From an optimization exercise on the open Yosys and OpenROAD flow, aimed at small area and a short achievable clock period; shortcuts taken in it are not production practice.
The RTL was checked by simulation tests, not by an equivalence proof against the original design.
Power and IR drop assume default switching activity.

==> flow/design.v (excerpt) <==
module single_cycle (
    input  logic        i_clk,
    input  logic        i_reset,
    input  logic [31:0] i_io_sw,
    input  logic [31:0] i_inst,
    output logic [31:0] o_io_ledr,
    output logic [31:0] o_io_ledg,
    output logic [31:0] o_io_lcd,
    output logic [6:0]  o_io_hex0,
    output logic [6:0]  o_io_hex1,
    output logic [6:0]  o_io_hex2,
    output logic [6:0]  o_io_hex3,
    output logic [6:0]  o_io_hex4,
    output logic [6:0]  o_io_hex5,
    output logic [6:0]  o_io_hex6,
    output logic [6:0]  o_io_hex7,
    output logic [31:0] o_pc_debug,
    output logic        o_insn_vld
);
Settings: LEC_CHECK=0, CAP_MARGIN=20, CORE_MARGIN=2, CORE_UTILIZATION=40, CTS_BUF_LIST=sky130_fd_sc_hd__clkbuf_16, CTS_CLUSTER_DIAMETER=60, CTS_CLUSTER_SIZE=20, SLEW_MARGIN=20, TNS_END_PERCENT=0; clock period 33.0 ns.
standard.sh (not shown) runs the stock make flow with config.mk's settings and CLKGATE_MAP_FILE= SYNTH_SCRIPT=/design/flow/synth_recipe.tcl, a recipe that flattens the netlist after the stock synthesis.
==> flow/flow/run.sh <==
#!/bin/bash
# The standard layout (standard.sh) with these differences:
#  - synthesis leaves full adders to ABC (ADDER_MAP_FILE empty), so ABC sees the multiplier's
#    carry-save tree as logic and maps the whole path for delay; registers are unchanged;
#  - every input and output port still gets its own buffer, but a buf_1 instead of a delay cell
#    (repair upsizes the ones on critical paths);
#  - CTS with clkbuf_16 leaves of at most 20 sinks, without dummy loads;
#  - repair_timing aims for more setup slack than the 33 ns clock needs (19.2 ns up to CTS,
#    19.3 ns after global routing), so critical paths get sized and buffered.
# The clock period and the SDC are the design's.
set -euo pipefail
CTS="-sink_clustering_enable -repair_clock_nets -dont_use_dummy_load -buf_list sky130_fd_sc_hd__clkbuf_16 -sink_clustering_size 20 -sink_clustering_max_diameter 60"
PORTS="-inputs -outputs -buffer_cell sky130_fd_sc_hd__buf_1"
bash standard.sh ADDER_MAP_FILE= "BUFFER_PORTS_ARGS=$PORTS" "CTS_ARGS=$CTS" SETUP_SLACK_MARGIN=19.2 cts > standard_flow_cts.log 2>&1
bash standard.sh ADDER_MAP_FILE= "BUFFER_PORTS_ARGS=$PORTS" "CTS_ARGS=$CTS" SETUP_SLACK_MARGIN=19.3 finish > standard_flow_finish.log 2>&1
Edit:
==> flow/flow/run.sh (replaced) <==
#!/bin/bash
# The standard layout (standard.sh) with these differences:
#  - synthesis leaves full adders to ABC (ADDER_MAP_FILE empty), so ABC sees the multiplier's
#    carry-save tree as logic and maps the whole path for delay; registers are unchanged;
#  - every input and output port still gets its own buffer, but a buf_1 instead of a delay cell
#    (repair upsizes the ones on critical paths);
#  - CTS with clkbuf_16 leaves of at most 20 sinks, without dummy loads;
#  - repair_timing aims for more setup slack than the 33 ns clock needs (19 ns up to CTS,
#    19.1 ns after global routing), so critical paths get sized and buffered.
# The clock period and the SDC are the design's.
set -euo pipefail
CTS="-sink_clustering_enable -repair_clock_nets -dont_use_dummy_load -buf_list sky130_fd_sc_hd__clkbuf_16 -sink_clustering_size 20 -sink_clustering_max_diameter 60"
PORTS="-inputs -outputs -buffer_cell sky130_fd_sc_hd__buf_1"
bash standard.sh ADDER_MAP_FILE= "BUFFER_PORTS_ARGS=$PORTS" "CTS_ARGS=$CTS" SETUP_SLACK_MARGIN=19 cts > standard_flow_cts.log 2>&1
bash standard.sh ADDER_MAP_FILE= "BUFFER_PORTS_ARGS=$PORTS" "CTS_ARGS=$CTS" SETUP_SLACK_MARGIN=19.1 finish > standard_flow_finish.log 2>&1
=>
- clock skew is unchanged
- setup slack is unchanged
- synthesized area is unchanged
- clock-buffer cell count does not change
- sequential share of layout area does not change
- power does not change
Edit:
==> flow/run.sh (new file) <==
#!/bin/bash
# synth_recipe.tcl (not shown) runs the flow's synth.tcl, then flattens the netlist and writes it again
# the make line also repeats each setting of config.mk as NAME=value (left out here)
make -C /OpenROAD-flow-scripts/flow DESIGN_CONFIG=/design/flow/config.mk WORK_HOME=/design/flow/orfs CLKGATE_MAP_FILE= SYNTH_SCRIPT=/design/flow/synth_recipe.tcl finish
CORE_UTILIZATION = 35   (was 40)
SETUP_SLACK_MARGIN = 5   (was unset)
removed: flow/flow/run.sh
removed: flow/standard.sh
What happened:
- The changed run produced a clean layout
- count of clock-buffer cells in the layout came out lower by 14
- setup slack gets worse by 4000 ps
- power came out higher by 6.2%
- wire length came out higher by 2.3%
Edit:
==> flow/flow/run.sh (new file) <==
#!/bin/bash
# The standard layout (standard.sh) with these differences:
#  - synthesis leaves full adders to ABC (ADDER_MAP_FILE empty), so ABC sees the multiplier's
#    carry-save tree as logic and maps the whole path for delay; registers are unchanged;
#  - every input and output port still gets its own buffer, but a buf_1 instead of a delay cell
#    (repair upsizes the ones on critical paths);
#  - CTS with clkbuf_16 leaves of at most 20 sinks, without dummy loads;
#  - repair_timing aims for more setup slack than the 33 ns clock needs (19 ns up to CTS,
#    18.7 ns after global routing), so critical paths get sized and buffered.
# The clock period and the SDC are the design's.
set -euo pipefail
CTS="-sink_clustering_enable -repair_clock_nets -dont_use_dummy_load -buf_list sky130_fd_sc_hd__clkbuf_16 -sink_clustering_size 20 -sink_clustering_max_diameter 60"
PORTS="-inputs -outputs -buffer_cell sky130_fd_sc_hd__buf_1"
bash standard.sh ADDER_MAP_FILE= "BUFFER_PORTS_ARGS=$PORTS" "CTS_ARGS=$CTS" SETUP_SLACK_MARGIN=19 cts > standard_flow_cts.log 2>&1
bash standard.sh ADDER_MAP_FILE= "BUFFER_PORTS_ARGS=$PORTS" "CTS_ARGS=$CTS" SETUP_SLACK_MARGIN=18.7 finish > standard_flow_finish.log 2>&1
==> flow/standard.sh (new file) <==
#!/bin/bash
# synth_recipe.tcl (not shown) runs the flow's synth.tcl, then flattens the netlist and writes it again
# the make line also repeats each setting of config.mk as NAME=value (left out here)
make -C /OpenROAD-flow-scripts/flow DESIGN_CONFIG=/design/flow/config.mk WORK_HOME=/design/flow/orfs CLKGATE_MAP_FILE= SYNTH_SCRIPT=/design/flow/synth_recipe.tcl "${@:-finish}"
CORE_UTILIZATION = 40   (was 35)
SETUP_SLACK_MARGIN = unset   (was 5)
removed: flow/run.sh
The new run passed the timing, DRC and antenna checks.
Power decreases by about 6.5%.
Fmax increases by about 27%.
Die area drops by 13%.
Sequential share of layout area is higher by 0.32 points.
Via count falls by 2.1%.
Final cell count drops by about 4.7%.
Worst hold slack gets worse by 3.4 ps.
Core utilization increases by 5.6 points.
Clock-buffer cell count grows by 14.

[port drivers added, routing unchanged]
How much do the figures lean on ideal ports? The routed layouts below were timed once more, with nothing changed but the port constraints. Step 1 (the two cells are an assumption about what drives the block):
set clk [get_ports {i_clk}]
set_driving_cell -lib_cell sky130_fd_sc_hd__clkbuf_16 $clk
set_driving_cell -lib_cell sky130_fd_sc_hd__buf_2 [delete_from_list [all_inputs] $clk]
Step 2 also shifts input and output timing later by t, the mid clock arrival at the registers, as if the neighbouring blocks saw the same clock. a / b / c = ideal ports / drivers / drivers and shift; a / b = the first two.
| run | shift t [ns] | setup slack, ns | hold WS [ns] | worst setup path after step 2 | pins driven straight from the clock port |
|---|---|---|---|---|---|
| the first run | 1.012 | 18.546 / 18.611 / 17.622 | 0.479 / 0.479 / 0.479 | input to register | 1 |
| the second run | 1.012 | 18.546 / 18.611 / 17.622 | 0.479 / 0.479 / 0.479 | input to register | 1 |
| the third run | 1.046 | 14.515 / 14.612 / 13.566 | 0.482 / 0.482 / 0.482 | input to register | 1 |
| the fourth run | 1.017 | 18.429 / 18.517 / 17.500 | 0.479 / 0.479 / 0.479 | input to register | 1 |
After both steps every run listed still meets setup and hold. The setup slack of the third run, which loses most, moves by +0.097 ns with the drivers and by -0.949 ns with both steps.
